Source: an optimization exercise on an open RTL-to-GDS flow (aim: small area, a short achievable clock period and few clock cycles per item). Production flows keep margins and buffers that such runs may drop.
No functional check of the RTL was part of any run shown here.

<file path="flow/flow/make_vars.txt">
SETUP_SLACK_MARGIN=10.6
BUFFER_PORTS_ARGS=-buffer_cell sky130_fd_sc_hd__buf_1
CTS_ARGS=-sink_clustering_enable -repair_clock_nets -dont_use_dummy_load -buf_list {sky130_fd_sc_hd__clkbuf_8} -sink_clustering_size 20 -sink_clustering_max_diameter 60
</file>
<file path="flow/standard.sh">
#!/bin/bash
# synth_recipe.tcl (not shown) runs the flow's synth.tcl, then flattens the netlist and writes it again
# the make line also repeats each setting of config.mk as NAME=value (left out here)
make -C /OpenROAD-flow-scripts/flow DESIGN_CONFIG=/design/flow/config.mk WORK_HOME=/design/flow/orfs CLKGATE_MAP_FILE= SYNTH_SCRIPT=/design/flow/synth_recipe.tcl "${@:-finish}"
</file>
<file path="flow/design.v">
module bubbleSort #(
    parameter SIZE_DATA = 16,
    parameter NUM_VALS  = 8
)(
    input  logic                         i_clk,
    input  logic                         i_rst_n,
    input  logic                         i_start,
    input  logic [NUM_VALS-1:0][SIZE_DATA-1:0]    i_data,
    output logic [NUM_VALS-1:0][SIZE_DATA-1:0]    o_data,
    output logic                         o_done
);
    logic [1:0] valid;
    always_ff @(posedge i_clk or negedge i_rst_n) begin
        if (!i_rst_n)
            valid <= '0;
        else
            valid <= {valid[0], i_start};
    end
    assign o_done = valid[1];
    logic [SIZE_DATA-1:0] q0, q1, q2, q3, q4, q5, q6, q7;
    bs_sort4 sa (.k0(i_data[0]), .k1(i_data[1]), .k2(i_data[2]), .k3(i_data[3]),
                 .o0(q0), .o1(q1), .o2(q2), .o3(q3));
    bs_sort4 sb (.k0(i_data[4]), .k1(i_data[5]), .k2(i_data[6]), .k3(i_data[7]),
                 .o0(q4), .o1(q5), .o2(q6), .o3(q7));
    logic [SIZE_DATA-1:0] r0_0;
    logic [SIZE_DATA-1:0] r0_1;
    logic [SIZE_DATA-1:0] r0_2;
    logic [SIZE_DATA-1:0] r0_3;
    logic [SIZE_DATA-1:0] r0_4;
    logic [SIZE_DATA-1:0] r0_5;
    logic [SIZE_DATA-1:0] r0_6;
    logic [SIZE_DATA-1:0] r0_7;
    always_ff @(posedge i_clk) begin
        r0_0 <= q0;
        r0_1 <= q1;
        r0_2 <= q2;
        r0_3 <= q3;
        r0_4 <= q4;
        r0_5 <= q5;
        r0_6 <= q6;
        r0_7 <= q7;
    end
    logic [SIZE_DATA-1:0] m0, m1, m2, m3, m4, m5, m6, m7;
    bs_merge8 mg (.a0(r0_0), .a1(r0_1), .a2(r0_2), .a3(r0_3),
                  .b0(r0_4), .b1(r0_5), .b2(r0_6), .b3(r0_7),
                  .o0(m0), .o1(m1), .o2(m2), .o3(m3), .o4(m4), .o5(m5), .o6(m6), .o7(m7));
    always_ff @(posedge i_clk) begin
        o_data[0] <= m0;
        o_data[1] <= m1;
        o_data[2] <= m2;
        o_data[3] <= m3;
        o_data[4] <= m4;
        o_data[5] <= m5;
        o_data[6] <= m6;
        o_data[7] <= m7;
    end
endmodule
module bs_cmp_0_s (
    input  logic [15:0] a,
    input  logic [15:0] b,
    output logic        s
);
    logic [15:0] g0, p0;
    for (genvar i = 0; i < 16; i++) begin : lf
        bs_nand2 ug (.A(a[i]), .B(b[i]), .Y(g0[i]));
        if (i > 0) begin : pp
            bs_nor2 up (.A(a[i]), .B(b[i]), .Y(p0[i]));
        end else begin : np
            assign p0[i] = 1'b0;
        end
    end
    logic [7:0] g1, p1;
    for (genvar i = 0; i < 8; i++) begin : t1
        bs_o21ai ug (.A1(p0[2*i+1]), .A2(g0[2*i]), .B1(g0[2*i+1]), .Y(g1[i]));
        if (i > 0) begin : pp
            bs_nor2 up (.A(p0[2*i+1]), .B(p0[2*i]), .Y(p1[i]));
        end else begin : np
            assign p1[i] = 1'b0;
        end
    end
    logic [3:0] g2, p2;
    for (genvar i = 0; i < 4; i++) begin : t2
        bs_a21oi ug (.A1(p1[2*i+1]), .A2(g1[2*i]), .B1(g1[2*i+1]), .Y(g2[i]));
        if (i > 0) begin : pp
            bs_nand2 up (.A(p1[2*i+1]), .B(p1[2*i]), .Y(p2[i]));
        end else begin : np
            assign p2[i] = 1'b0;
        end
    end
    logic [1:0] g3, p3;
    for (genvar i = 0; i < 2; i++) begin : t3
        bs_o21ai ug (.A1(p2[2*i+1]), .A2(g2[2*i]), .B1(g2[2*i+1]), .Y(g3[i]));
        if (i > 0) begin : pp
            bs_nor2 up (.A(p2[2*i+1]), .B(p2[2*i]), .Y(p3[i]));
        end else begin : np
            assign p3[i] = 1'b0;
        end
    end
    bs_a21o urp (.A1(p3[1]), .A2(g3[0]), .B1(g3[1]), .X(s));
endmodule
module bs_cmp_0_both (
    input  logic [15:0] a,
    input  logic [15:0] b,
    output logic        s,
    output logic        sn
);
    logic [15:0] g0, p0;
    for (genvar i = 0; i < 16; i++) begin : lf
        bs_nand2 ug (.A(a[i]), .B(b[i]), .Y(g0[i]));
        if (i > 0) begin : pp
            bs_nor2 up (.A(a[i]), .B(b[i]), .Y(p0[i]));
        end else begin : np
            assign p0[i] = 1'b0;
        end
    end
    logic [7:0] g1, p1;
    for (genvar i = 0; i < 8; i++) begin : t1
        bs_o21ai ug (.A1(p0[2*i+1]), .A2(g0[2*i]), .B1(g0[2*i+1]), .Y(g1[i]));
        if (i > 0) begin : pp
            bs_nor2 up (.A(p0[2*i+1]), .B(p0[2*i]), .Y(p1[i]));
        end else begin : np
            assign p1[i] = 1'b0;
        end
    end
    logic [3:0] g2, p2;
    for (genvar i = 0; i < 4; i++) begin : t2
        bs_a21oi ug (.A1(p1[2*i+1]), .A2(g1[2*i]), .B1(g1[2*i+1]), .Y(g2[i]));
        if (i > 0) begin : pp
            bs_nand2 up (.A(p1[2*i+1]), .B(p1[2*i]), .Y(p2[i]));
        end else begin : np
            assign p2[i] = 1'b0;
        end
    end
    logic [1:0] g3, p3;
    for (genvar i = 0; i < 2; i++) begin : t3
        bs_o21ai ug (.A1(p2[2*i+1]), .A2(g2[2*i]), .B1(g2[2*i+1]), .Y(g3[i]));
        if (i > 0) begin : pp
            bs_nor2 up (.A(p2[2*i+1]), .B(p2[2*i]), .Y(p3[i]));
        end else begin : np
            assign p3[i] = 1'b0;
        end
    end
    bs_a21o urp (.A1(p3[1]), .A2(g3[0]), .B1(g3[1]), .X(s));
    bs_a21oi urn (.A1(p3[1]), .A2(g3[0]), .B1(g3[1]), .Y(sn));
endmodule
module bs_cmp_1_s (
    input  logic [15:0] a,
    input  logic [15:0] b,
    output logic        s
);
    logic [15:0] g0, p0;
    for (genvar i = 0; i < 16; i++) begin : lf
        bs_nor2 ug (.A(a[i]), .B(b[i]), .Y(g0[i]));
        if (i > 0) begin : pp
            bs_nand2 up (.A(a[i]), .B(b[i]), .Y(p0[i]));
        end else begin : np
            assign p0[i] = 1'b0;
        end
    end
    logic [7:0] g1, p1;
    for (genvar i = 0; i < 8; i++) begin : t1
        bs_a21oi ug (.A1(p0[2*i+1]), .A2(g0[2*i]), .B1(g0[2*i+1]), .Y(g1[i]));
        if (i > 0) begin : pp
            bs_nand2 up (.A(p0[2*i+1]), .B(p0[2*i]), .Y(p1[i]));
        end else begin : np
            assign p1[i] = 1'b0;
        end
    end
    logic [3:0] g2, p2;
    for (genvar i = 0; i < 4; i++) begin : t2
        bs_o21ai ug (.A1(p1[2*i+1]), .A2(g1[2*i]), .B1(g1[2*i+1]), .Y(g2[i]));
        if (i > 0) begin : pp
            bs_nor2 up (.A(p1[2*i+1]), .B(p1[2*i]), .Y(p2[i]));
        end else begin : np
            assign p2[i] = 1'b0;
        end
    end
    logic [1:0] g3, p3;
    for (genvar i = 0; i < 2; i++) begin : t3
        bs_a21oi ug (.A1(p2[2*i+1]), .A2(g2[2*i]), .B1(g2[2*i+1]), .Y(g3[i]));
        if (i > 0) begin : pp
            bs_nand2 up (.A(p2[2*i+1]), .B(p2[2*i]), .Y(p3[i]));
        end else begin : np
            assign p3[i] = 1'b0;
        end
    end
    bs_o21ai urp (.A1(p3[1]), .A2(g3[0]), .B1(g3[1]), .Y(s));
endmodule
module bs_cmp_1_both (
    input  logic [15:0] a,
    input  logic [15:0] b,
    output logic        s,
    output logic        sn
);
    logic [15:0] g0, p0;
    for (genvar i = 0; i < 16; i++) begin : lf
        bs_nor2 ug (.A(a[i]), .B(b[i]), .Y(g0[i]));
        if (i > 0) begin : pp
            bs_nand2 up (.A(a[i]), .B(b[i]), .Y(p0[i]));
        end else begin : np
            assign p0[i] = 1'b0;
        end
    end
    logic [7:0] g1, p1;
    for (genvar i = 0; i < 8; i++) begin : t1
        bs_a21oi ug (.A1(p0[2*i+1]), .A2(g0[2*i]), .B1(g0[2*i+1]), .Y(g1[i]));
        if (i > 0) begin : pp
            bs_nand2 up (.A(p0[2*i+1]), .B(p0[2*i]), .Y(p1[i]));
        end else begin : np
            assign p1[i] = 1'b0;
        end
    end
    logic [3:0] g2, p2;
    for (genvar i = 0; i < 4; i++) begin : t2
        bs_o21ai ug (.A1(p1[2*i+1]), .A2(g1[2*i]), .B1(g1[2*i+1]), .Y(g2[i]));
        if (i > 0) begin : pp
            bs_nor2 up (.A(p1[2*i+1]), .B(p1[2*i]), .Y(p2[i]));
        end else begin : np
            assign p2[i] = 1'b0;
        end
    end
    logic [1:0] g3, p3;
    for (genvar i = 0; i < 2; i++) begin : t3
        bs_a21oi ug (.A1(p2[2*i+1]), .A2(g2[2*i]), .B1(g2[2*i+1]), .Y(g3[i]));
        if (i > 0) begin : pp
            bs_nand2 up (.A(p2[2*i+1]), .B(p2[2*i]), .Y(p3[i]));
        end else begin : np
            assign p3[i] = 1'b0;
        end
    end
    bs_o21ai urp (.A1(p3[1]), .A2(g3[0]), .B1(g3[1]), .Y(s));
    bs_o21a urn (.A1(p3[1]), .A2(g3[0]), .B1(g3[1]), .X(sn));
endmodule
module bs_invrow (
    input  logic [15:0] a,
    output logic [15:0] y
);
    for (genvar i = 0; i < 16; i++) begin : bit_
        bs_inv u (.A(a[i]), .Y(y[i]));
    end
endmodule
module bs_mux2i (
    input  logic [15:0] x0,
    input  logic [15:0] x1,
    input  logic        s,
    input  logic        sn,
    output logic [15:0] y
);
    for (genvar i = 0; i < 16; i++) begin : bit_
        bs_o22ai u (.A1(x0[i]), .A2(s), .B1(x1[i]), .B2(sn), .Y(y[i]));
    end
endmodule
module bs_mux2 (
    input  logic [15:0] x0,
    input  logic [15:0] x1,
    input  logic        s,
    input  logic        sn,
    output logic [15:0] y
);
    for (genvar i = 0; i < 16; i++) begin : bit_
        bs_a22o u (.A1(x1[i]), .A2(s), .B1(x0[i]), .B2(sn), .X(y[i]));
    end
endmodule
module bs_oh3i (
    input  logic [15:0] x0,
    input  logic [15:0] x1,
    input  logic [15:0] x2,
    input  logic [2:0]  s,
    output logic [15:0] y
);
    for (genvar i = 0; i < 16; i++) begin : bit_
        bs_a222oi u (.A1(x0[i]), .A2(s[0]), .B1(x1[i]), .B2(s[1]), .C1(x2[i]), .C2(s[2]), .Y(y[i]));
    end
endmodule
module bs_oh4 (
    input  logic [15:0] x0,
    input  logic [15:0] x1,
    input  logic [15:0] x2,
    input  logic [15:0] x3,
    input  logic [3:0]  sn,
    output logic [15:0] y
);
    for (genvar i = 0; i < 16; i++) begin : bit_
        logic h0, h1;
        bs_o22ai u0 (.A1(x0[i]), .A2(sn[0]), .B1(x1[i]), .B2(sn[1]), .Y(h0));
        bs_o22ai u1 (.A1(x2[i]), .A2(sn[2]), .B1(x3[i]), .B2(sn[3]), .Y(h1));
        bs_nor2 uy (.A(h0), .B(h1), .Y(y[i]));
    end
endmodule
module bs_oh4i (
    input  logic [15:0] x0,
    input  logic [15:0] x1,
    input  logic [15:0] x2,
    input  logic [15:0] x3,
    input  logic [3:0]  sn,
    output logic [15:0] y
);
    for (genvar i = 0; i < 16; i++) begin : bit_
        logic h0, h1;
        bs_o22ai u0 (.A1(x0[i]), .A2(sn[0]), .B1(x1[i]), .B2(sn[1]), .Y(h0));
        bs_o22ai u1 (.A1(x2[i]), .A2(sn[2]), .B1(x3[i]), .B2(sn[3]), .Y(h1));
        bs_or2 uy (.A(h0), .B(h1), .X(y[i]));
    end
endmodule
module bs_sort4 (
    input  logic [15:0] k0,
    input  logic [15:0] k1,
    input  logic [15:0] k2,
    input  logic [15:0] k3,
    output logic [15:0] o0,
    output logic [15:0] o1,
    output logic [15:0] o2,
    output logic [15:0] o3
);
    logic [15:0] n1, n2, n3;
    bs_invrow i1 (.a(k1), .y(n1));
    bs_invrow i2 (.a(k2), .y(n2));
    bs_invrow i3 (.a(k3), .y(n3));
    logic c01, c02, c03, c12, c13, c23;
    bs_cmp_0_s u01 (.a(k0), .b(n1), .s(c01));
    bs_cmp_0_s u02 (.a(k0), .b(n2), .s(c02));
    bs_cmp_0_s u03 (.a(k0), .b(n3), .s(c03));
    bs_cmp_0_s u12 (.a(k1), .b(n2), .s(c12));
    bs_cmp_0_s u13 (.a(k1), .b(n3), .s(c13));
    bs_cmp_0_s u23 (.a(k2), .b(n3), .s(c23));
    logic [1:0] r0, r1, r2, r3;
    assign r0 = 2'(c01) + 2'(c02) + 2'(c03);
    assign r1 = 2'(!c01) + 2'(c12) + 2'(c13);
    assign r2 = 2'(!c02) + 2'(!c12) + 2'(c23);
    assign r3 = 2'(!c03) + 2'(!c13) + 2'(!c23);
    logic [3:0] sn0, sn1, sn2, sn3;
    assign sn0 = {r3 != 2'd0, r2 != 2'd0, r1 != 2'd0, r0 != 2'd0};
    assign sn1 = {r3 != 2'd1, r2 != 2'd1, r1 != 2'd1, r0 != 2'd1};
    assign sn2 = {r3 != 2'd2, r2 != 2'd2, r1 != 2'd2, r0 != 2'd2};
    assign sn3 = {r3 != 2'd3, r2 != 2'd3, r1 != 2'd3, r0 != 2'd3};
    bs_oh4 m0 (.x0(k0), .x1(k1), .x2(k2), .x3(k3), .sn(sn0), .y(o0));
    bs_oh4 m1 (.x0(k0), .x1(k1), .x2(k2), .x3(k3), .sn(sn1), .y(o1));
    bs_oh4 m2 (.x0(k0), .x1(k1), .x2(k2), .x3(k3), .sn(sn2), .y(o2));
    bs_oh4 m3 (.x0(k0), .x1(k1), .x2(k2), .x3(k3), .sn(sn3), .y(o3));
endmodule
module bs_merge8 (
    input  logic [15:0] a0,
    input  logic [15:0] a1,
    input  logic [15:0] a2,
    input  logic [15:0] a3,
    input  logic [15:0] b0,
    input  logic [15:0] b1,
    input  logic [15:0] b2,
    input  logic [15:0] b3,
    output logic [15:0] o0,
    output logic [15:0] o1,
    output logic [15:0] o2,
    output logic [15:0] o3,
    output logic [15:0] o4,
    output logic [15:0] o5,
    output logic [15:0] o6,
    output logic [15:0] o7
);
    logic [15:0] nb0, nb1, nb2, nb3;
    logic [15:0] u0, u1, u2, u3, u4, u5, u6, u7;
    logic s0, z0;
    bs_invrow ib0 (.a(b0), .y(nb0));
    bs_cmp_0_both c0 (.a(a0), .b(nb0), .s(s0), .sn(z0));
    bs_mux2 l0 (.x0(a0), .x1(b0), .s(s0), .sn(z0), .y(u0));
    bs_mux2i h0 (.x0(b0), .x1(a0), .s(s0), .sn(z0), .y(u4));
    logic s1, z1;
    bs_invrow ib1 (.a(b1), .y(nb1));
    bs_cmp_0_both c1 (.a(a1), .b(nb1), .s(s1), .sn(z1));
    bs_mux2i l1 (.x0(a1), .x1(b1), .s(s1), .sn(z1), .y(u1));
    bs_mux2i h1 (.x0(b1), .x1(a1), .s(s1), .sn(z1), .y(u5));
    logic s2, z2;
    bs_invrow ib2 (.a(b2), .y(nb2));
    bs_cmp_0_both c2 (.a(a2), .b(nb2), .s(s2), .sn(z2));
    bs_mux2i l2 (.x0(a2), .x1(b2), .s(s2), .sn(z2), .y(u2));
    bs_mux2i h2 (.x0(b2), .x1(a2), .s(s2), .sn(z2), .y(u6));
    logic s3, z3;
    bs_invrow ib3 (.a(b3), .y(nb3));
    bs_cmp_0_both c3 (.a(a3), .b(nb3), .s(s3), .sn(z3));
    bs_mux2i l3 (.x0(a3), .x1(b3), .s(s3), .sn(z3), .y(u3));
    bs_mux2 h3 (.x0(b3), .x1(a3), .s(s3), .sn(z3), .y(u7));
    logic [15:0] t3, t4, t5;
    bs_invrow i3 (.a(u3), .y(t3));
    bs_invrow i4 (.a(u4), .y(t4));
    bs_invrow i5 (.a(u5), .y(t5));
    logic c14, c24, c25, c34, c35, c36;    
    bs_cmp_1_s d14 (.a(u1), .b(t4), .s(c14));
    bs_cmp_1_s d24 (.a(u2), .b(t4), .s(c24));
    bs_cmp_1_s d25 (.a(u2), .b(t5), .s(c25));
    bs_cmp_1_s d34 (.a(u3), .b(t4), .s(c34));
    bs_cmp_1_s d35 (.a(u3), .b(t5), .s(c35));
    bs_cmp_0_s d36 (.a(t3), .b(u6), .s(c36));
    assign o0 = u0;
    assign o7 = u7;
    bs_mux2i m1 (.x0(u1), .x1(u4), .s(c14), .sn(!c14), .y(o1));
    bs_mux2i m6 (.x0(u6), .x1(u3), .s(c36), .sn(!c36), .y(o6));
    bs_oh3i m2 (.x0(u1), .x1(u4), .x2(u2), .s({!c14 && !c24, !c14 && c24, c14}), .y(o2));
    bs_oh3i m5 (.x0(u6), .x1(u3), .x2(u5), .s({!c36 && !c35, !c36 && c35, c36}), .y(o5));
    logic [3:0] sn3, sn4;    
    assign sn3 = ~{c35 && c24 && c25,
                   (!c35 && !c24 && c34) || (c35 && !c24),
                   !c35 && !c24 && !c34,
                   (!c35 && c24) || (c35 && c24 && !c25)};
    assign sn4 = ~{c35 && (!c24 || !c25),
                   !c35 && !c24 && !c34,
                   !c35 && (c24 || c34),
                   c35 && c24 && c25};
    bs_oh4i m3 (.x0(u2), .x1(u3), .x2(u4), .x3(u5), .sn(sn3), .y(o3));
    bs_oh4i m4 (.x0(u2), .x1(u3), .x2(u4), .x3(u5), .sn(sn4), .y(o4));
endmodule
module bs_inv (
    input  logic A,
    output logic Y
);
    assign Y = ~A;
endmodule
module bs_nand2 (
    input  logic A,
    input  logic B,
    output logic Y
);
    assign Y = ~(A & B);
endmodule
module bs_nor2 (
    input  logic A,
    input  logic B,
    output logic Y
);
    assign Y = ~(A | B);
endmodule
module bs_or2 (
    input  logic A,
    input  logic B,
    output logic X
);
    assign X = A | B;
endmodule
module bs_a21oi (
    input  logic A1,
    input  logic A2,
    input  logic B1,
    output logic Y
);
    assign Y = ~((A1 & A2) | B1);
endmodule
module bs_o21ai (
    input  logic A1,
    input  logic A2,
    input  logic B1,
    output logic Y
);
    assign Y = ~((A1 | A2) & B1);
endmodule
module bs_a21o (
    input  logic A1,
    input  logic A2,
    input  logic B1,
    output logic X
);
    assign X = (A1 & A2) | B1;
endmodule
module bs_o21a (
    input  logic A1,
    input  logic A2,
    input  logic B1,
    output logic X
);
    assign X = (A1 | A2) & B1;
endmodule
module bs_o22ai (
    input  logic A1,
    input  logic A2,
    input  logic B1,
    input  logic B2,
    output logic Y
);
    assign Y = ~((A1 | A2) & (B1 | B2));
endmodule
module bs_a22o (
    input  logic A1,
    input  logic A2,
    input  logic B1,
    input  logic B2,
    output logic X
);
    assign X = (A1 & A2) | (B1 & B2);
endmodule
module bs_a222oi (
    input  logic A1,
    input  logic A2,
    input  logic B1,
    input  logic B2,
    input  logic C1,
    input  logic C2,
    output logic Y
);
    assign Y = ~((A1 & A2) | (B1 & B2) | (C1 & C2));
endmodule
</file>
<file path="flow/config.mk">
export PLATFORM = sky130hd
export DESIGN_NAME = bubbleSort
export DESIGN_NICKNAME = bubbleSort
export VERILOG_FILES = /design/flow/design.v
export SDC_FILE = /design/flow/constraint.sdc
export NUM_CORES = 8
export LEC_CHECK = 0
export ABC_AREA = 1
export CAP_MARGIN = 50
export CORE_MARGIN = 2
export CORE_UTILIZATION = 40
export SLEW_MARGIN = 50
</file>
<file path="flow/constraint.sdc">
create_clock -name core_clock -period 15.0 [get_ports {i_clk}]
set_input_delay 3.0000 -clock core_clock [delete_from_list [all_inputs] [get_ports {i_clk}]]
set_output_delay 3.0000 -clock core_clock [all_outputs]
set_load 0.01 [all_outputs]
</file>
<file path="flow/flow/cells_map.v">
// Maps the design's gate-level leaf modules (bs_*) onto the sky130hd cells
// of the same function, drive strength 1.

module bs_inv (A, Y);
    input A;
    output Y;
    sky130_fd_sc_hd__inv_1 _TECHMAP_REPLACE_ (.A(A), .Y(Y));
endmodule

module bs_nand2 (A, B, Y);
    input A, B;
    output Y;
    sky130_fd_sc_hd__nand2_1 _TECHMAP_REPLACE_ (.A(A), .B(B), .Y(Y));
endmodule

module bs_nor2 (A, B, Y);
    input A, B;
    output Y;
    sky130_fd_sc_hd__nor2_1 _TECHMAP_REPLACE_ (.A(A), .B(B), .Y(Y));
endmodule

module bs_nand2b (A_N, B, Y);
    input A_N, B;
    output Y;
    sky130_fd_sc_hd__nand2b_1 _TECHMAP_REPLACE_ (.A_N(A_N), .B(B), .Y(Y));
endmodule

module bs_nor2b (A, B_N, Y);
    input A, B_N;
    output Y;
    sky130_fd_sc_hd__nor2b_1 _TECHMAP_REPLACE_ (.A(A), .B_N(B_N), .Y(Y));
endmodule

module bs_a21oi (A1, A2, B1, Y);
    input A1, A2, B1;
    output Y;
    sky130_fd_sc_hd__a21oi_1 _TECHMAP_REPLACE_ (.A1(A1), .A2(A2), .B1(B1), .Y(Y));
endmodule

module bs_o21ai (A1, A2, B1, Y);
    input A1, A2, B1;
    output Y;
    sky130_fd_sc_hd__o21ai_1 _TECHMAP_REPLACE_ (.A1(A1), .A2(A2), .B1(B1), .Y(Y));
endmodule

module bs_a21o (A1, A2, B1, X);
    input A1, A2, B1;
    output X;
    sky130_fd_sc_hd__a21o_1 _TECHMAP_REPLACE_ (.A1(A1), .A2(A2), .B1(B1), .X(X));
endmodule

module bs_o21a (A1, A2, B1, X);
    input A1, A2, B1;
    output X;
    sky130_fd_sc_hd__o21a_1 _TECHMAP_REPLACE_ (.A1(A1), .A2(A2), .B1(B1), .X(X));
endmodule

module bs_o22ai (A1, A2, B1, B2, Y);
    input A1, A2, B1, B2;
    output Y;
    sky130_fd_sc_hd__o22ai_1 _TECHMAP_REPLACE_ (.A1(A1), .A2(A2), .B1(B1), .B2(B2), .Y(Y));
endmodule

module bs_a22o (A1, A2, B1, B2, X);
    input A1, A2, B1, B2;
    output X;
    sky130_fd_sc_hd__a22o_1 _TECHMAP_REPLACE_ (.A1(A1), .A2(A2), .B1(B1), .B2(B2), .X(X));
endmodule

module bs_o2bb2ai (A1_N, A2_N, B1, B2, Y);
    input A1_N, A2_N, B1, B2;
    output Y;
    sky130_fd_sc_hd__o2bb2ai_1 _TECHMAP_REPLACE_ (.A1_N(A1_N), .A2_N(A2_N), .B1(B1), .B2(B2), .Y(Y));
endmodule
module bs_or2 (A, B, X);
    input A, B;
    output X;
    sky130_fd_sc_hd__or2_1 _TECHMAP_REPLACE_ (.A(A), .B(B), .X(X));
endmodule

module bs_a222oi (A1, A2, B1, B2, C1, C2, Y);
    input A1, A2, B1, B2, C1, C2;
    output Y;
    sky130_fd_sc_hd__a222oi_1 _TECHMAP_REPLACE_ (.A1(A1), .A2(A2), .B1(B1), .B2(B2), .C1(C1), .C2(C2), .Y(Y));
endmodule
</file>
<file path="flow/flow/run.sh">
#!/bin/bash
# Layout flow: the standard ORFS flow (standard.sh) with these changes:
#  - synthesis: if flow/cells_map.v exists, the design's gate-level leaf
#    modules (bs_*) are mapped onto the sky130hd cells of the same function
#    before the rest of synth_recipe.tcl runs; the remaining logic is mapped
#    with flow/abc.script instead of ORFS's abc_area.script. The register
#    mapping is unchanged.
#  - the make variables in flow/make_vars.txt (one VAR=value per line) are
#    added to the make command line, e.g. a larger SETUP_SLACK_MARGIN so
#    repair_timing sizes and buffers the critical paths.
# Each tool's log stays in orfs/logs/; the make output goes to standard_custom.log.
set -euo pipefail
HERE=$(pwd)
cp "$FLOW_HOME/scripts/synth.tcl" synth_abc.tcl
sed -i "s|^source \$::env(SCRIPTS_DIR)/synth_preamble.tcl|&\nset abc_args [lreplace \$abc_args 1 1 $HERE/flow/abc.script]|" synth_abc.tcl
if [[ -f flow/cells_map.v ]]; then
  sed -i "0,/^hierarchy -check -top \$::env(DESIGN_NAME)/s||&\ntechmap -map $HERE/flow/cells_map.v|" synth_abc.tcl
fi
sed "s|\$::env(SCRIPTS_DIR)/synth.tcl|$HERE/synth_abc.tcl|" synth_recipe.tcl > synth_recipe_abc.tcl
EXTRA=""
while IFS= read -r line; do
  [[ -z "$line" || "$line" == \#* ]] && continue
  EXTRA="$EXTRA '$line'"
done < flow/make_vars.txt
sed -e "s|SYNTH_SCRIPT=[^ ]*|SYNTH_SCRIPT=$HERE/synth_recipe_abc.tcl|" \
    -e "s|\"\${@:-finish}\"|$EXTRA &|" standard.sh > standard_custom.sh
bash standard_custom.sh "$@" > standard_custom.log 2>&1
</file>
<file path="flow/flow/abc.script">
strash
dch
map -B 0.9
topo
stime -c
buffer -c
upsize -c
dnsize -c
</file>
==> summary.txt, run 1 <==
- The flow ran to the end and the layout has no timing, DRC or antenna violations.
- The main combinational cell family by area after synthesis is compound AO/OA/AOI/OAI gates.
- The synthesized netlist devotes 0% of its cell area to XOR and XNOR gates.
- For this run the aggregate overflow at the end of global routing stands at 0.
- Setup repair after global routing could not meet its margin everywhere.
- The tree is rooted in a sky130_fd_sc_hd__clkbuf_8.
- The kind of end point of the critical path is a flip-flop.
- The longest clock path from root to sink contains 3 buffers.
- Summing over every cut layer, the via total after detailed routing is 22380.
- The largest net degree at the start of global routing is 36.
- The family with the most delay on the worst path is simple AND/OR/NAND/NOR gates.
- The last weighted congestion value of the routability-driven placer is 0.9678.
- The min-delay analysis places its worst path in the category flip-flop to flip-flop.
- The count of buffers added on input and output ports is 259.
- The share of the synthesized area in compound gates (AO/OA/AOI/OAI) is 32.62%.
- After synthesis, the share of cell area in mux cells is 0%.
- Along the worst path, the maximum fanout reaches 9.
- STA classifies the critical path startpoint as an input pin.
- The clock-pin transition on the worst setup and hold timing paths is 80 ps.
- The fraction of registers with async set or reset after synthesis is 0.7752%.
- The total track usage is 35.68%.
- The final critical path takes up 32.24% of the cycle.
- Of the total synthesized cell area, the portion taken by AND, OR, NAND and NOR gates is 27.46%.
- For this run, the number of Yosys warnings is 1.
- The maximum single-stage delay on the critical path is 590 ps.
- The sequential share of the synthesized area is 32.92%.
- After the last flow step, the layout net total stands at 3048.
- The required time of the critical path is 15470 ps.
- The starting density of the core is 40.58%.
- The final critical-path required period is 4836 ps.
- The fraction of the mapped netlist area in adder cells is 1.273%.
- The layout-stage area growth over the synthesis result is 60.39%.
- The mean instance size in the synthesized netlist is 6.331 µm².
- The count of flip-flops with a built-in enable after synthesis is 0.
- Dividing the detail-routed via count by the number of cells gives 6.539.
- The via count of the first global-routing pass came to 19390.
- By area the synthesized netlist is led by sky130_fd_sc_hd__dfxtp_1 (33%), sky130_fd_sc_hd__o22ai_1 (18%), sky130_fd_sc_hd__nor2_1 (15%).
- Setup violations remaining at the end of the flow were counted as 0.
- The count of cell types in the netlist is 17.
- The clock reaches the later pin of the worst-skew pair after 580 ps.
- For this design, the slowest cell found on the critical path is sky130_fd_sc_hd__fa_2.
- In the final layout, the multi-input gates occupy 14100 µm².
- Traced cell by cell, the critical path runs through buf_6, inv_2, nor2_4, nor2_2, nand2_1, o21ai_2, a21o_1, inv_2, fa_2, buf_12, clkinv_16, nand2_8, o22ai_2, nor2_1.
- In this run the tightest slew margin relative to its limit is 46.92%.
- The number of standard-cell rows in the floorplan is 72.
- Counting flops and latches in the post-synthesis netlist gives 258.
- The most frequent cell on the critical path is sky130_fd_sc_hd__inv_2.
- The share of layout cells above drive strength 1 is 34.87%.
- The area of the die is 40900 µm².
- The arrival time at the worst endpoint is 5300 ps.
- The die is 202.2 µm tall.
- The worst setup path is of the input pin to flip-flop kind.
- Adding up every negative setup slack in the final design gives 0 ps.
- TritonCTS built the clock tree.
- Max-cap violations in this run came to 0.
- The first TritonRoute pass finished after 9 iterations.
- Hold timing on the final database bottoms out at a slack of 354.9 ps.
- Prior to clock tree synthesis, the placed netlist has a worst setup slack of 9193 ps.
- The count of inserted antenna diode cells is 0.
- The wire length per cell after detailed routing is 24.47 µm.
- At the pin with the least slew margin, the transition time is 796.1 ps.
- The initial antenna violation count was 1.
- For this design, the sink count on the clock tree is 258.
- The CTS H-tree depth is 1.
- The first-pass GRT wire length is 113700 µm.
- The biggest area consumer among synthesized cells is sky130_fd_sc_hd__dfxtp_1.
- The detailed-placement wirelength estimate is 52190 µm.
- The total of fill cells in the finished design is 3129.
- After detailed routing, the number of remaining DRC violations is 0.
- The worst-case clock skew is 30.36 ps.
- The mapped netlist covers 15720 µm².
- The max-slew violation count is 0.
- Synthesis produced 2483 cells.
- The hold violation count in the final report is 0.
- After the first detailed-routing iteration, the DRC count stood at 3381.
- For this run, the leading register cell type out of synthesis is sky130_fd_sc_hd__dfxtp_1.
- The area share of the leading cell type in the synthesized netlist is 32.60%.
- The number of nets with antenna violations after detailed routing is 0.
- Static timing analysis puts the maximum clock frequency at 206.8 MHz.
- Wires add up to 83760 µm.
- The overall die width is 202.2 µm.
- The worst setup slack after layout is 10160 ps.
- The net count after synthesis is 2624.
- The sequential cell area is 5175 µm².
- 260 I/O pins were placed.
- The core region area is 38740 µm².
- Clock tree synthesis inserted a total of 18 buffers.
- The number of buffer and inverter instances along the worst setup path is 5.
## registers in the layout (all words and copies together) (netlist names)
name and cells:
r0_7 16, r0_6 16, r0_4 16, valid 2, o_data 128, r0_3 16
r0_2 16, r0_0 16, r0_1 16, r0_5 16
## layer usage
layer	part of all wire, %	track usage (%)
met1	36	46.05
met2	44	56.35
met3	12	5.659
met4	8.2	20.96
met5	0.019	0
## worst reg2reg max path: stages, from the launching register on
cell and delay, ps:
sky130_fd_sc_hd__dfxtp_1 600, sky130_fd_sc_hd__inv_1 120, sky130_fd_sc_hd__nor2_1 140, sky130_fd_sc_hd__o21ai_1 100, sky130_fd_sc_hd__a21oi_2 260, sky130_fd_sc_hd__o21ai_1 230
sky130_fd_sc_hd__a21o_4 430, sky130_fd_sc_hd__o22ai_4 380, sky130_fd_sc_hd__inv_1 100, sky130_fd_sc_hd__nor2_1 160, sky130_fd_sc_hd__o21ai_1 90, sky130_fd_sc_hd__a21oi_1 300
sky130_fd_sc_hd__o21ai_1 180, sky130_fd_sc_hd__a21o_4 390, sky130_fd_sc_hd__inv_1 510, sky130_fd_sc_hd__o22ai_1 200
## synth_stat cells (10+ instances only)
cell type	instances
sky130_fd_sc_hd__a21o_1	17
sky130_fd_sc_hd__a21oi_1	122
sky130_fd_sc_hd__a222oi_1	32
sky130_fd_sc_hd__a22o_1	32
sky130_fd_sc_hd__dfxtp_1	256
sky130_fd_sc_hd__fa_1	10
sky130_fd_sc_hd__inv_1	238
sky130_fd_sc_hd__nand2_1	475
sky130_fd_sc_hd__nor2_1	617
sky130_fd_sc_hd__o21ai_1	196
sky130_fd_sc_hd__o22ai_1	448
sky130_fd_sc_hd__or2_1	32
## through the flow
step	utilization (%)	cells	instance area, µm²
2_1_floorplan	-	2483	16300
3_3_place_gp	46.62	3277	18060
3_5_place_dp	46.74	3277	18110
4_1_cts	58.35	3385	22600
5_1_grt	65.09	3423	25210
6_report	65.09	3423	25210
## layout by cell type, fill, tap and decap left out, types with 11 or more instances in the layout
cell / netlist / routed
sky130_fd_sc_hd__nor2_1: 617 / 425
sky130_fd_sc_hd__nand2_1: 475 / 412
sky130_fd_sc_hd__dfxtp_1: 256 / 256
sky130_fd_sc_hd__o22ai_1: 448 / 225
sky130_fd_sc_hd__o22ai_2: 0 / 158
sky130_fd_sc_hd__o21ai_1: 196 / 132
sky130_fd_sc_hd__buf_1: 0 / 131
sky130_fd_sc_hd__nor2_2: 2 / 123
sky130_fd_sc_hd__inv_1: 238 / 115
sky130_fd_sc_hd__a21oi_1: 122 / 87
sky130_fd_sc_hd__buf_4: 0 / 85
sky130_fd_sc_hd__nor2_4: 0 / 71
sky130_fd_sc_hd__buf_6: 0 / 71
sky130_fd_sc_hd__o22ai_4: 0 / 65
sky130_fd_sc_hd__nand2_8: 0 / 59
sky130_fd_sc_hd__buf_12: 0 / 59
sky130_fd_sc_hd__o21ai_2: 0 / 58
sky130_fd_sc_hd__inv_4: 0 / 34
sky130_fd_sc_hd__a22o_1: 32 / 32
sky130_fd_sc_hd__a222oi_1: 32 / 32
sky130_fd_sc_hd__or2_1: 32 / 32
sky130_fd_sc_hd__a21oi_2: 0 / 31
sky130_fd_sc_hd__inv_2: 2 / 28
sky130_fd_sc_hd__buf_8: 0 / 28
sky130_fd_sc_hd__nand2_2: 0 / 22
sky130_fd_sc_hd__inv_6: 0 / 20
sky130_fd_sc_hd__clkbuf_8: 0 / 18
sky130_fd_sc_hd__inv_8: 0 / 16
sky130_fd_sc_hd__clkinv_8: 0 / 16
sky130_fd_sc_hd__nand2_4: 0 / 12
sky130_fd_sc_hd__a21o_1: 17 / 11
## final timing paths
kind / startpoint / endpoint / slack [ps] / cells after the start
max: i_data[87] / r0_5[3]$_DFF_P_ / 10160 / 14
min: valid[0]$_DFF_PN0_ / valid[1]$_DFF_PN0_ / 350 / 0
max reg2reg: r0_7[3]$_DFF_P_ / o_data[97]$_DFF_P_ / 10670 / 15
min reg2reg: valid[0]$_DFF_PN0_ / valid[1]$_DFF_PN0_ / 350 / 0
max in group asynchronous: i_rst_n / valid[0]$_DFF_PN0_ / 12660 / 1
min in group asynchronous: i_rst_n / valid[1]$_DFF_PN0_ / 2210 / 1
## area by class of cell
type | instances | share of cell area [%]
Sequential cell | 258 | 20.52
Inverter | 240 | 5.989
Multi-Input combinational cell | 2015 | 55.93
Clock buffer | 18 | 0.9825
Tap cell | 518 | 2.570
Timing Repair Buffer | 374 | 14.00
## kinds of logic after synthesis
family                   count (synthesis)
adder cells (fa/ha/maj)                 10
AO/OA/AOI/OAI                          848
AND/OR/NAND/NOR                       1127
buffers and inverters                  240
flip-flops                             258
## repair_timing
action                     CTS  global route
setup endpoints to repair  224           224
pin swaps                  231           176
setup buffers               62            36
hold buffers                 0             0
gates cloned                28             2
resized for setup          894           523
==> run 2: changes to the inputs <==
==> flow/flow/make_vars.txt (replaced) <==
SETUP_SLACK_MARGIN=10.8
BUFFER_PORTS_ARGS=-buffer_cell sky130_fd_sc_hd__buf_1
CTS_ARGS=-sink_clustering_enable -repair_clock_nets -dont_use_dummy_load -buf_list {sky130_fd_sc_hd__clkbuf_8} -sink_clustering_size 20 -sink_clustering_max_diameter 60
==> run 2 against run 1 <==
Wire length decreased by 5.8%. Critical path depth decreased by 1. Final cell count decreased by 0.20%. Final area decreased by 2.6%. Clock skew increased by 20 ps. Flip-flop and latch count unchanged. Core utilization decreased by 1.7 points. Worst hold slack improved by 0.86 ps. Register-to-register slack improved by 250 ps. Critical endpoint is now r0_2[8]$_DFF_P_. Largest cell class unchanged.
==> summary.txt, run 2 <==
- The run finished with no timing, DRC or antenna violations.
- The number of buffers added by the clock tree synthesis step is 20 (+2).
- The largest net degree at the start of global routing is 36 (unchanged).
- The worst-case clock skew is 49.91 ps (+19.55 ps).
- The register-to-register setup slack is 10920 ps (+250 ps).
- The share of layout cells above drive strength 1 was 34.40% (-0.47 points).
- The length in cells of the worst reg-to-reg path is 16 (+1).
- The number of remaining DRC errors is 0 (unchanged).
- The capture point of the worst reg-to-reg path is o_data[69]$_DFF_P_.
- The number of nets with antenna violations after detailed routing is 0 (unchanged).
- The number of nets in the final layout is 3041 (-0.23%).
- TritonCTS built the clock tree.
- In the layout the commonest cells are sky130_fd_sc_hd__nor2_1 (448), sky130_fd_sc_hd__nand2_1 (423), sky130_fd_sc_hd__dfxtp_1 (252).
- The count of flip-flops with a built-in enable after synthesis is 0 (unchanged).
- The hold violation count in the final report was 0 (unchanged).
- The filler-free cell count of the finished design is 3416 (-0.20%).
- The area of the die is 40900 µm² (unchanged).
- The largest register by flop count is o_data.
- The arrival time at the worst endpoint came to 5350 ps (+50 ps).
- The max-slew violation count is 0 (unchanged).
- The top-level I/O count was 260 (unchanged).
- The die height is 202.2 µm (unchanged).
- The capturing instance or port of the critical path is r0_2[8]$_DFF_P_.
- The violation count after the first detailed-routing iteration is 3076 (-9.0%).
- The number of flip-flops under the largest register name is 128 (unchanged).
- Yosys attributes the largest share of cell area to sky130_fd_sc_hd__dfxtp_1 (33%), sky130_fd_sc_hd__o22ai_1 (18%), sky130_fd_sc_hd__nor2_1 (15%).
- The required time of the critical path is 15470 ps (about the same).
- The cell count after placement is 3274 (-0.092%).
- The global route total overflow is 0 (unchanged).
- The area share of the leading cell type in the synthesized netlist is 32.60% (unchanged).
- The mapped cell area is 15720 µm² (unchanged).
- The core region area was 38740 µm² (unchanged).
- The library cell used most frequently in the layout, excluding fill and tap cells, is sky130_fd_sc_hd__nor2_1.
- The mean instance size in the synthesized netlist is 6.331 µm² (unchanged).
- The total setup violations reported at the end of the flow is 0 (unchanged).
- The total negative setup slack came to 0 ps (unchanged).
- The post-route fraction of the period consumed by the critical path is 32.54% (+0.30 points).
- The detailed-placement wirelength estimate is 51540 µm (-1.2%).
- The final critical-path required period is 4881 ps (+44.30 ps).
- The count of inserted antenna diode cells is 0 (unchanged).
- The wire length per cell after detailed routing is 23.11 µm (-5.6%).
- The class of the most critical hold timing path is flip-flop to flip-flop.
- Yosys instantiated no cell more often than sky130_fd_sc_hd__nor2_1.
- The worst slew slack as a fraction of its limit came to 60.32% (+13 points).
- The achievable frequency is 204.9 MHz (-0.91%).
- The starting density of the core is 40.58% (unchanged).
- The slowest library cell on the worst path is sky130_fd_sc_hd__fa_2.
- The number of flip-flops and latches in the synthesized netlist came to 258 (unchanged).
- The sequential share of the synthesized area is 32.92% (unchanged).
- The layout-stage area growth over the synthesis result is 56.24%.
- The total of warnings raised by yosys is 1 (unchanged).
- The slew at the pin with the worst max-slew slack came to 595.2 ps (-200.9 ps).
- The number of optimization iterations in the first detailed-route pass is 9 (unchanged).
- The number of clock sinks was 258 (unchanged).
- STA classifies the critical path startpoint as an input pin.
- In this run the clock root is driven by a sky130_fd_sc_hd__clkbuf_8.
- STA classifies the critical path endpoint as a flip-flop.
- The per-cell via count in the routed design is 6.363 (-2.7%).
- After synthesis, the most frequently instantiated cells are sky130_fd_sc_hd__nor2_1 (617), sky130_fd_sc_hd__nand2_1 (475), sky130_fd_sc_hd__o22ai_1 (448).
- The biggest area consumer among synthesized cells is sky130_fd_sc_hd__dfxtp_1.
- The area of all placed cells without fillers is 24560 µm² (-2.6%).
- The total number of vias is 21740 (-2.9%).
- The total track usage is 33.78% (-1.9 points).
- The max capacitance violation total is 0 (unchanged).
- Walking the worst path, the cells encountered are buf_4, inv_2, nor2_1, nor2_1, nand2_2, o21ai_4, a21o_1, inv_2, fa_2, buf_12, nand2_8, o22ai_4, nor2_2.
- The startpoint of the worst setup timing path is i_data[20].
- The maximum fanout count along the critical path came to 9 (unchanged).
- The via count of the first global-routing pass is 18890 (-2.6%).
- The first-pass GRT wire length is 108400 µm (-4.7%).
- The CTS H-tree depth is 1 (unchanged).
- The fraction of registers with async set or reset after synthesis was 0.7752% (unchanged).
- The maximum count of clock buffers along a single path is 3 (unchanged).
- The clock-pin transition on the worst setup and hold timing paths is 80 ps (about the same).
- The placement-stage cell area is 18100 µm² (about the same).
- The clock latency at the later pin of the worst-skew pair is 600 ps (+20 ps).
- The total routed wirelength is 78930 µm (-5.8%).
- The count of port buffers added during placement is 259 (unchanged).
- The startpoint of the lowest-slack hold path is valid[0]$_DFF_PN0_.
- The initial antenna violation count is 2 (+1).
- Setup repair after global routing could not meet its margin everywhere.
- The cts-stage hold buffer count is 0 (unchanged).
- The overall die width is 202.2 µm (unchanged).
- The share of the core filled with cells in the final layout was 63.40% (-1.7 points).
- The last weighted congestion value of the routability-driven placer is 1.011 (+4.4%).
- The number of standard-cell rows in the floorplan is 72 (unchanged).
- The beginning of the worst register-to-register path is r0_6[3]$_DFF_P_.
- The net count after synthesis was 2624 (unchanged).
- The count of mapped cells out of synthesis came to 2483 (unchanged).
- The count of cell types in the netlist is 17 (unchanged).
- The maximum single-stage delay on the critical path came to 580 ps (about the same).
- The total of fill cells in the finished design is 3220 (+2.9%).
- The main flop type after synthesis is sky130_fd_sc_hd__dfxtp_1.
- The type of the setup path with the least slack is input pin to flip-flop.
==> run 2: cell types whose count changed in the layout (fill, tap and decap cells not counted), sizes merged <==
cell | previous run | this run
inv | 217 | 228
clkbuf | 18 | 25
buf | 374 | 365
nand2 | 505 | 500
clkinvlp | 2 | 4
clkinv | 21 | 8
==> run 2: per-stage QoR <==
| step | hold slack [ps] | worst slack, ps |
|---|---|---|
| 2_1_floorplan | 331.2 | 10330 |
| 3_3_place_gp | 341.5 | 9083 |
| 3_5_place_dp | 342.8 | 9043 |
| 4_1_cts | 359.2 | 10370 |
| 5_1_grt | 381.2 | 10130 |
| 6_report | 355.8 | 10120 |
==> run 2: per-layer routing <==
layer,share of wire [%],GRT usage [%],vias up
met5,0.032,0,-
met1,37,44.16,10020
li1,-,-,9621
met3,11,4.724,439
met2,45,54.50,1651
met4,6.9,16.94,4
==> run 2: layout make-up <==
cell class	count	area, µm²	share of cell area [%]
repair buffers	370	3201	13.03
clock buffers	20	275.3	1.121
flip-flops and latches	258	5180	21.09
inverters	240	1318	5.364
multi-input cells	2010	13940	56.75
well taps	518	648.1	2.639
==> run 2: worst min path at each step <==
stage	to	slack (ps)	depth (start not counted)
after floorplan	valid[1]$_DFF_PN0_	330	0
after global placement	valid[1]$_DFF_PN0_	340	0
after detailed placement	valid[1]$_DFF_PN0_	340	0
after CTS	valid[1]$_DFF_PN0_	360	0
after global routing	valid[1]$_DFF_PN0_	380	0
final	valid[1]$_DFF_PN0_	360	0
==> run 2: cell families after synthesis <==
logic type / Yosys count / share of synthesized area (%)
buffers and inverters: 240 / 5.731
AND/OR/NAND/NOR: 1127 / 27.46
adder cells (fa/ha/maj): 10 / 1.273
AO/OA/AOI/OAI: 848 / 32.62
flip-flops: 258 / 32.92
==> run 2: critical path, delay by kind of cell <==
| family | cells | cell delay [ps] |
|---|---|---|
| AO/OA/AOI/OAI | 3 | 800 |
| adder cells (fa/ha/maj) | 1 | 580 |
| buffers and inverters | 4 | 470 |
| AND/OR/NAND/NOR | 5 | 480 |
==> run 2: what timing repair did <==
item / in CTS / in global routing
pin swaps: 179 / 128
resized for setup: 830 / 405
endpoints found under the setup margin: 224 / 225
hold endpoints to repair: 0 / 0
setup buffers: 61 / 34
cloned: 20 / 5
==> run 3: changes to the inputs <==
--- a/flow/design.v
+++ b/flow/design.v
@@ -17,11 +17,11 @@
             valid <= {valid[0], i_start};
     end
     assign o_done = valid[1];
-    logic [SIZE_DATA-1:0] q0, q1, q2, q3, q4, q5, q6, q7;
-    bs_sort4 sa (.k0(i_data[0]), .k1(i_data[1]), .k2(i_data[2]), .k3(i_data[3]),
-                 .o0(q0), .o1(q1), .o2(q2), .o3(q3));
-    bs_sort4 sb (.k0(i_data[4]), .k1(i_data[5]), .k2(i_data[6]), .k3(i_data[7]),
-                 .o0(q4), .o1(q5), .o2(q6), .o3(q7));
+    logic [3:0] pa0, pa1, pa2, pa3, pb0, pb1, pb2, pb3;
+    bs_rank4 ra (.k0(i_data[0]), .k1(i_data[1]), .k2(i_data[2]), .k3(i_data[3]),
+                 .sn0(pa0), .sn1(pa1), .sn2(pa2), .sn3(pa3));
+    bs_rank4 rb (.k0(i_data[4]), .k1(i_data[5]), .k2(i_data[6]), .k3(i_data[7]),
+                 .sn0(pb0), .sn1(pb1), .sn2(pb2), .sn3(pb3));
     logic [SIZE_DATA-1:0] r0_0;
     logic [SIZE_DATA-1:0] r0_1;
     logic [SIZE_DATA-1:0] r0_2;
@@ -30,19 +30,35 @@
     logic [SIZE_DATA-1:0] r0_5;
     logic [SIZE_DATA-1:0] r0_6;
     logic [SIZE_DATA-1:0] r0_7;
+    logic [3:0] r0_pa0, r0_pa1, r0_pa2, r0_pa3, r0_pb0, r0_pb1, r0_pb2, r0_pb3;
     always_ff @(posedge i_clk) begin
-        r0_0 <= q0;
-        r0_1 <= q1;
-        r0_2 <= q2;
-        r0_3 <= q3;
-        r0_4 <= q4;
-        r0_5 <= q5;
-        r0_6 <= q6;
-        r0_7 <= q7;
+        r0_0 <= i_data[0];
+        r0_1 <= i_data[1];
+        r0_2 <= i_data[2];
+        r0_3 <= i_data[3];
+        r0_4 <= i_data[4];
+        r0_5 <= i_data[5];
+        r0_6 <= i_data[6];
+        r0_7 <= i_data[7];
+        r0_pa0 <= pa0;
+        r0_pa1 <= pa1;
+        r0_pa2 <= pa2;
+        r0_pa3 <= pa3;
+        r0_pb0 <= pb0;
+        r0_pb1 <= pb1;
+        r0_pb2 <= pb2;
+        r0_pb3 <= pb3;
     end
+    logic [SIZE_DATA-1:0] q0, q1, q2, q3, q4, q5, q6, q7;
+    bs_pick4 sa (.k0(r0_0), .k1(r0_1), .k2(r0_2), .k3(r0_3),
+                 .sn0(r0_pa0), .sn1(r0_pa1), .sn2(r0_pa2), .sn3(r0_pa3),
+                 .o0(q0), .o1(q1), .o2(q2), .o3(q3));
+    bs_pick4 sb (.k0(r0_4), .k1(r0_5), .k2(r0_6), .k3(r0_7),
+                 .sn0(r0_pb0), .sn1(r0_pb1), .sn2(r0_pb2), .sn3(r0_pb3),
+                 .o0(q4), .o1(q5), .o2(q6), .o3(q7));
     logic [SIZE_DATA-1:0] m0, m1, m2, m3, m4, m5, m6, m7;
-    bs_merge8 mg (.a0(r0_0), .a1(r0_1), .a2(r0_2), .a3(r0_3),
-                  .b0(r0_4), .b1(r0_5), .b2(r0_6), .b3(r0_7),
+    bs_merge8 mg (.a0(q0), .a1(q1), .a2(q2), .a3(q3),
+                  .b0(q4), .b1(q5), .b2(q6), .b3(q7),
                   .o0(m0), .o1(m1), .o2(m2), .o3(m3), .o4(m4), .o5(m5), .o6(m6), .o7(m7));
     always_ff @(posedge i_clk) begin
         o_data[0] <= m0;
@@ -302,15 +318,15 @@
         bs_or2 uy (.A(h0), .B(h1), .X(y[i]));
     end
 endmodule
-module bs_sort4 (
+module bs_rank4 (
     input  logic [15:0] k0,
     input  logic [15:0] k1,
     input  logic [15:0] k2,
     input  logic [15:0] k3,
-    output logic [15:0] o0,
-    output logic [15:0] o1,
-    output logic [15:0] o2,
-    output logic [15:0] o3
+    output logic [3:0]  sn0,
+    output logic [3:0]  sn1,
+    output logic [3:0]  sn2,
+    output logic [3:0]  sn3
 );
     logic [15:0] n1, n2, n3;
     bs_invrow i1 (.a(k1), .y(n1));
@@ -323,16 +339,42 @@
     bs_cmp_0_s u12 (.a(k1), .b(n2), .s(c12));
     bs_cmp_0_s u13 (.a(k1), .b(n3), .s(c13));
     bs_cmp_0_s u23 (.a(k2), .b(n3), .s(c23));
-    logic [1:0] r0, r1, r2, r3;
-    assign r0 = 2'(c01) + 2'(c02) + 2'(c03);
-    assign r1 = 2'(!c01) + 2'(c12) + 2'(c13);
-    assign r2 = 2'(!c02) + 2'(!c12) + 2'(c23);
-    assign r3 = 2'(!c03) + 2'(!c13) + 2'(!c23);
-    logic [3:0] sn0, sn1, sn2, sn3;
-    assign sn0 = {r3 != 2'd0, r2 != 2'd0, r1 != 2'd0, r0 != 2'd0};
-    assign sn1 = {r3 != 2'd1, r2 != 2'd1, r1 != 2'd1, r0 != 2'd1};
-    assign sn2 = {r3 != 2'd2, r2 != 2'd2, r1 != 2'd2, r0 != 2'd2};
-    assign sn3 = {r3 != 2'd3, r2 != 2'd3, r1 != 2'd3, r0 != 2'd3};
+    logic [2:0] b0, b1, b2, b3;
+    assign b0 = {c03, c02, c01};
+    assign b1 = {c13, c12, !c01};
+    assign b2 = {c23, !c12, !c02};
+    assign b3 = {!c23, !c13, !c03};
+    assign sn0[0] = b0[0] | b0[1] | b0[2];
+    assign sn1[0] = ~((b0[0] & !b0[1] & !b0[2]) | (!b0[0] & b0[1] & !b0[2]) | (!b0[0] & !b0[1] & b0[2]));
+    assign sn2[0] = ~((b0[0] & b0[1] & !b0[2]) | (b0[0] & !b0[1] & b0[2]) | (!b0[0] & b0[1] & b0[2]));
+    assign sn3[0] = ~(b0[0] & b0[1] & b0[2]);
+    assign sn0[1] = b1[0] | b1[1] | b1[2];
+    assign sn1[1] = ~((b1[0] & !b1[1] & !b1[2]) | (!b1[0] & b1[1] & !b1[2]) | (!b1[0] & !b1[1] & b1[2]));
+    assign sn2[1] = ~((b1[0] & b1[1] & !b1[2]) | (b1[0] & !b1[1] & b1[2]) | (!b1[0] & b1[1] & b1[2]));
+    assign sn3[1] = ~(b1[0] & b1[1] & b1[2]);
+    assign sn0[2] = b2[0] | b2[1] | b2[2];
+    assign sn1[2] = ~((b2[0] & !b2[1] & !b2[2]) | (!b2[0] & b2[1] & !b2[2]) | (!b2[0] & !b2[1] & b2[2]));
+    assign sn2[2] = ~((b2[0] & b2[1] & !b2[2]) | (b2[0] & !b2[1] & b2[2]) | (!b2[0] & b2[1] & b2[2]));
+    assign sn3[2] = ~(b2[0] & b2[1] & b2[2]);
+    assign sn0[3] = b3[0] | b3[1] | b3[2];
+    assign sn1[3] = ~((b3[0] & !b3[1] & !b3[2]) | (!b3[0] & b3[1] & !b3[2]) | (!b3[0] & !b3[1] & b3[2]));
+    assign sn2[3] = ~((b3[0] & b3[1] & !b3[2]) | (b3[0] & !b3[1] & b3[2]) | (!b3[0] & b3[1] & b3[2]));
+    assign sn3[3] = ~(b3[0] & b3[1] & b3[2]);
+endmodule
+module bs_pick4 (
+    input  logic [15:0] k0,
+    input  logic [15:0] k1,
+    input  logic [15:0] k2,
+    input  logic [15:0] k3,
+    input  logic [3:0]  sn0,
+    input  logic [3:0]  sn1,
+    input  logic [3:0]  sn2,
+    input  logic [3:0]  sn3,
+    output logic [15:0] o0,
+    output logic [15:0] o1,
+    output logic [15:0] o2,
+    output logic [15:0] o3
+);
     bs_oh4 m0 (.x0(k0), .x1(k1), .x2(k2), .x3(k3), .sn(sn0), .y(o0));
     bs_oh4 m1 (.x0(k0), .x1(k1), .x2(k2), .x3(k3), .sn(sn1), .y(o1));
     bs_oh4 m2 (.x0(k0), .x1(k1), .x2(k2), .x3(k3), .sn(sn2), .y(o2));
==> flow/flow/make_vars.txt (replaced) <==
SETUP_SLACK_MARGIN=10.6
BUFFER_PORTS_ARGS=-buffer_cell sky130_fd_sc_hd__buf_1
CTS_ARGS=-sink_clustering_enable -repair_clock_nets -dont_use_dummy_load -buf_list {sky130_fd_sc_hd__clkbuf_8} -sink_clustering_size 20 -sink_clustering_max_diameter 60
==> run 3 against run 2 <==
Worst hold slack gained 17 ps. Synthesized area grew 3.5%. Global-route usage shrank 1.5 points. Clock skew grew 38 ps. Sequential share of layout area grew 8.6 points. Critical path type is now flip-flop to flip-flop.
==> summary.txt, run 3 <==
- The via count of the first global-routing pass came to 17660 (-6.5%).
- The number of standard-cell rows in the floorplan is 73 (+1.4%).
- The main flop type after synthesis is sky130_fd_sc_hd__dfxtp_1.
- The net count after synthesis is 2659 (+1.3%).
- The final critical-path required period is 4413 ps (-467.3 ps).
- The initial antenna violation count came to 0 (-2).
- The count of port buffers added during placement is 259 (unchanged).
- The cell count after placement was 3324 (+1.5%).
- The maximum count of clock buffers along a single path is 3 (unchanged).
- The post-route fraction of the period consumed by the critical path was 29.42% (-3.1 points).
- The share of the synthesized area in compound gates (AO/OA/AOI/OAI) came to 31.59% (-1.0 points).
- The maximum single-stage delay on the critical path was 580 ps (about the same).
- The family with the most delay on the worst path is simple AND/OR/NAND/NOR gates.
- TritonCTS built the clock tree.
- The count of cell types in the netlist is 17 (unchanged).
- The multiplexer share of the synthesized area was 0% (unchanged).
- The total routed wirelength came to 73370 µm (-7.0%).
- Yosys instantiated no cell more often than sky130_fd_sc_hd__nor2_1.
- The slew at the pin with the worst max-slew slack is 555.2 ps (-40.06 ps).
- The number of buffer and inverter instances along the worst setup path is 3 (-1).
- Leaving out fill and tap cells, the most frequent cells in the layout are sky130_fd_sc_hd__nor2_1 (517), sky130_fd_sc_hd__nand2_1 (487), sky130_fd_sc_hd__o22ai_1 (380).
- The wire length per cell after detailed routing is 21.68 µm (-6.2%).
- The number of buffers added by the clock tree synthesis step is 24 (+20%).
- The sequential share of the synthesized area is 35.73% (+2.8 points).
- The largest net degree at the start of global routing is 36 (unchanged).
- Ranked by flip-flop count, first place goes to o_data.
- The CTS H-tree depth came to 1 (unchanged).
- The total negative setup slack came to 0 ps (unchanged).
- The number of optimization iterations in the first detailed-route pass came to 8 (-1).
- The maximum fanout count along the critical path is 16 (+7).
- The worst-case clock skew is 87.89 ps (+37.98 ps).
- The worst slack after detailed placement came to 9182 ps (+139.0 ps).
- The achievable frequency is 226.6 MHz (+11%).
- The flow ran to the end and the layout has no timing, DRC or antenna violations.
- The tightest min-delay check is of the flip-flop to flip-flop type.
- The element type at the critical path start is a flip-flop.
- The count of flip-flops with a built-in enable after synthesis was 0 (unchanged).
- The number of clock sinks is 290 (+12%).
- The register-to-register setup slack was 10590 ps (-330 ps).
- By area the synthesized netlist is led by sky130_fd_sc_hd__dfxtp_1 (35%), sky130_fd_sc_hd__o22ai_1 (17%), sky130_fd_sc_hd__nor2_1 (14%).
- The total setup violations reported at the end of the flow is 0 (unchanged).
- The number of flip-flops under the largest register name was 128 (unchanged).
- The share of layout cells above drive strength 1 came to 10.88% (-24 points).
- The count of inserted antenna diode cells is 0 (unchanged).
- The simple-gate area share of the yosys netlist is 27.49% (+0.029 points).
- The mean instance size in the synthesized netlist is 6.439 µm² (+1.7%).
- The required time of the critical path is 15490 ps (+20 ps).
- The fraction of registers with async set or reset after synthesis is 0.6897% (-0.086 points).
- The per-cell via count in the routed design was 6.067 (-4.6%).
- The violation count after the first detailed-routing iteration is 2682 (-13%).
- The fraction of the mapped netlist area in adder cells was 0% (-1.3 points).
- Counting stages on the worst path, the most repeated cell is sky130_fd_sc_hd__nand2_1.
- The post-synthesis xor/xnor area fraction is 0% (unchanged).
- The top-level I/O count is 260 (unchanged).
- The max-slew violation count is 0 (unchanged).
- The clock-pin transition on the worst setup and hold timing paths was 110 ps (+30 ps).
- The number of remaining DRC errors is 0 (unchanged).
- Of all cell types, the one taking the most synthesized area is sky130_fd_sc_hd__dfxtp_1.
- The type of the setup path with the least slack is flip-flop to flip-flop.
- The area share of the leading cell type in the synthesized netlist is 35.42% (+2.8 points).
- The max capacitance violation total is 0 (unchanged).
- Setup repair after global routing could not meet its margin everywhere.
- The total of warnings raised by yosys was 1 (unchanged).
- The arrival time at the worst endpoint is 4910 ps (-440 ps).
- The overall die width is 205.7 µm (+1.7%).
- The filler-free cell count of the finished design is 3384 (-0.94%).
- For this design, the slowest cell found on the critical path is sky130_fd_sc_hd__dfxtp_2.
- The area of the die is 42320 µm² (+3.5%).
- The clock latency at the later pin of the worst-skew pair came to 630 ps (+30 ps).
- The number of flip-flops and latches in the synthesized netlist is 290 (+12%).
- The detailed-placement wirelength estimate came to 55090 µm (+6.9%).
- The worst setup slack after layout came to 10590 ps (+467.3 ps).
- The hold violation count in the final report came to 0 (unchanged).
- The last weighted congestion value of the routability-driven placer came to 0.9869 (-2.4%).
- The mapped cell area is 16280 µm² (+3.5%).
- Walking the worst path, the cells encountered are o22ai_1, nor2_2, nor2_1, nor2_1, nand2_1, o21ai_1, a21o_4, o22ai_2, clkdlybuf4s18_2, nand2_1, nand2_1, nor2_2, nand2_1, o21ai_4, inv_1, o21ai_0, buf_4, o22ai_1, or2_1.
- The starting density of the core is 40.78% (+0.20 points).
- The cts-stage hold buffer count is 0 (unchanged).
- The root buffer selected by CTS is sky130_fd_sc_hd__clkbuf_8.
- The layout-stage area growth over the synthesis result is 22.67%.
- Counting instances in the post-synthesis netlist gives the leading cell types as sky130_fd_sc_hd__nor2_1 (620), sky130_fd_sc_hd__nand2_1 (488), sky130_fd_sc_hd__o22ai_1 (448).
- The first-pass GRT wire length came to 104900 µm (-3.2%).
- The count of mapped cells out of synthesis is 2528 (+1.8%).
- By area, the combinational part of the netlist is dominated by compound AO/OA/AOI/OAI gates.
- The number of nets with antenna violations after detailed routing is 0 (unchanged).
- The worst setup path is captured at a flip-flop.
- The global route total overflow was 0 (unchanged).
- The worst slew slack as a fraction of its limit is 62.74% (+2.4 points).
- Leaving out fill and tap cells, the most frequent cell in the layout is sky130_fd_sc_hd__nor2_1.
- The total number of vias is 20530 (-5.5%).
- The core region area was 39910 µm² (+3.0%).
- The total track usage is 32.29% (-1.5 points).
- The die height is 205.7 µm (+1.7%).
- The number of nets in the final layout is 2992 (-1.6%).
==> run 3: changes by cell type after synthesis <==
cell | before | now
sky130_fd_sc_hd__dfxtp_1 | 256 | 288
sky130_fd_sc_hd__nand3_1 | 1 | 19
sky130_fd_sc_hd__inv_1 | 238 | 221
sky130_fd_sc_hd__nand2_1 | 475 | 488
sky130_fd_sc_hd__fa_1 | 10 | 0
sky130_fd_sc_hd__o21ai_0 | 1 | 5
sky130_fd_sc_hd__nor2_1 | 617 | 620
sky130_fd_sc_hd__inv_2 | 2 | 4
sky130_fd_sc_hd__nand2_2 | 0 | 2
sky130_fd_sc_hd__nor2_2 | 2 | 0
sky130_fd_sc_hd__nand3b_1 | 0 | 1
sky130_fd_sc_hd__o21ai_1 | 196 | 195
==> run 3: layout make-up <==
cell class	count	area, µm²
inverters	225	854.6
flip-flops and latches	290	5921
fillers	4045	19950
well taps	525	656.9
clock buffers	24	330.3
repair buffers	299	1363
multi-input cells	2021	10840
==> run 3: cells by family (layout without fill, tap and decap cells) <==
| kind of cell | count (synthesis) | in the layout |
|---|---|---|
| AOI/OAI and AO/OA | 851 | 857 |
| buffers and inverters | 225 | 548 |
| and+or+nand+nor | 1162 | 1164 |
| DFF | 290 | 290 |
==> run 3: what timing repair did <==
item / 4_1_cts / 5_1_grt
endpoints found under the setup margin: 96 / 100
cloned: 1 / 8
pin swaps: 4 / 20
gates resized for setup: 147 / 141
setup buffers: 6 / 21
==> run 3: per-layer routing <==
metal / GRT usage, % / share of wire [%] / up-vias
met1: 44.54 / 42 / 9534
met4: 15.18 / 5.5 / 0
met3: 5.163 / 10 / 194
met5: 0 / 0 / -
met2: 49.13 / 42 / 1244
li1: - / - / 9560
==> run 3: final timing paths <==
check,cells after the start,to,from
min in group asynchronous,1,valid[1]$_DFF_PN0_,i_rst_n
hold reg to reg,0,valid[1]$_DFF_PN0_,valid[0]$_DFF_PN0_
hold / removal,0,valid[1]$_DFF_PN0_,valid[0]$_DFF_PN0_
setup reg to reg,19,o_data[57]$_DFF_P_,r0_pa2[1]$_DFF_P_
max in group asynchronous,1,valid[0]$_DFF_PN0_,i_rst_n
setup / recovery,19,o_data[57]$_DFF_P_,r0_pa2[1]$_DFF_P_
==> run 3: per-stage QoR <==
stage	instance area (µm²)	utilization, %	hold WS, ps
after floorplan	16300	-	331.2
after global placement	17980	45.06	343.2
after detailed placement	18180	45.55	343.4
after CTS	19100	47.84	376.2
after global routing	19970	50.02	379.8
final	19970	50.02	372.6

==> afterwards: timing with drivers on the ports <==
The flow's constraints put no driver on any port. The routed layouts listed below were extracted and timed again, unchanged, in two steps. Step 1: set_driving_cell puts a clkbuf_16 on i_clk and a buf_2 on each other input, an assumption about the parent block. Step 2 moves the port delays by t, midway between the first and last clock arrival at a register: inputs arrive t later, outputs are due t later. That takes back most of the time a late clock gives input paths. Slacks: ideal ports / drivers / drivers and shift; pairs: ideal ports / drivers.
run	t, ns	slack for setup (ns)	worst setup path at the end
run 1	0.607	10.164 / 10.178 / 9.571	input to register
run 2	0.626	10.119 / 10.124 / 9.498	input to register
run 3	0.637	10.587 / 10.587 / 10.074	input to register
After both steps setup and hold are still met in every run listed. For run 2, which loses most, drivers alone change the setup slack by +0.005 ns; drivers and shift together by -0.621 ns.
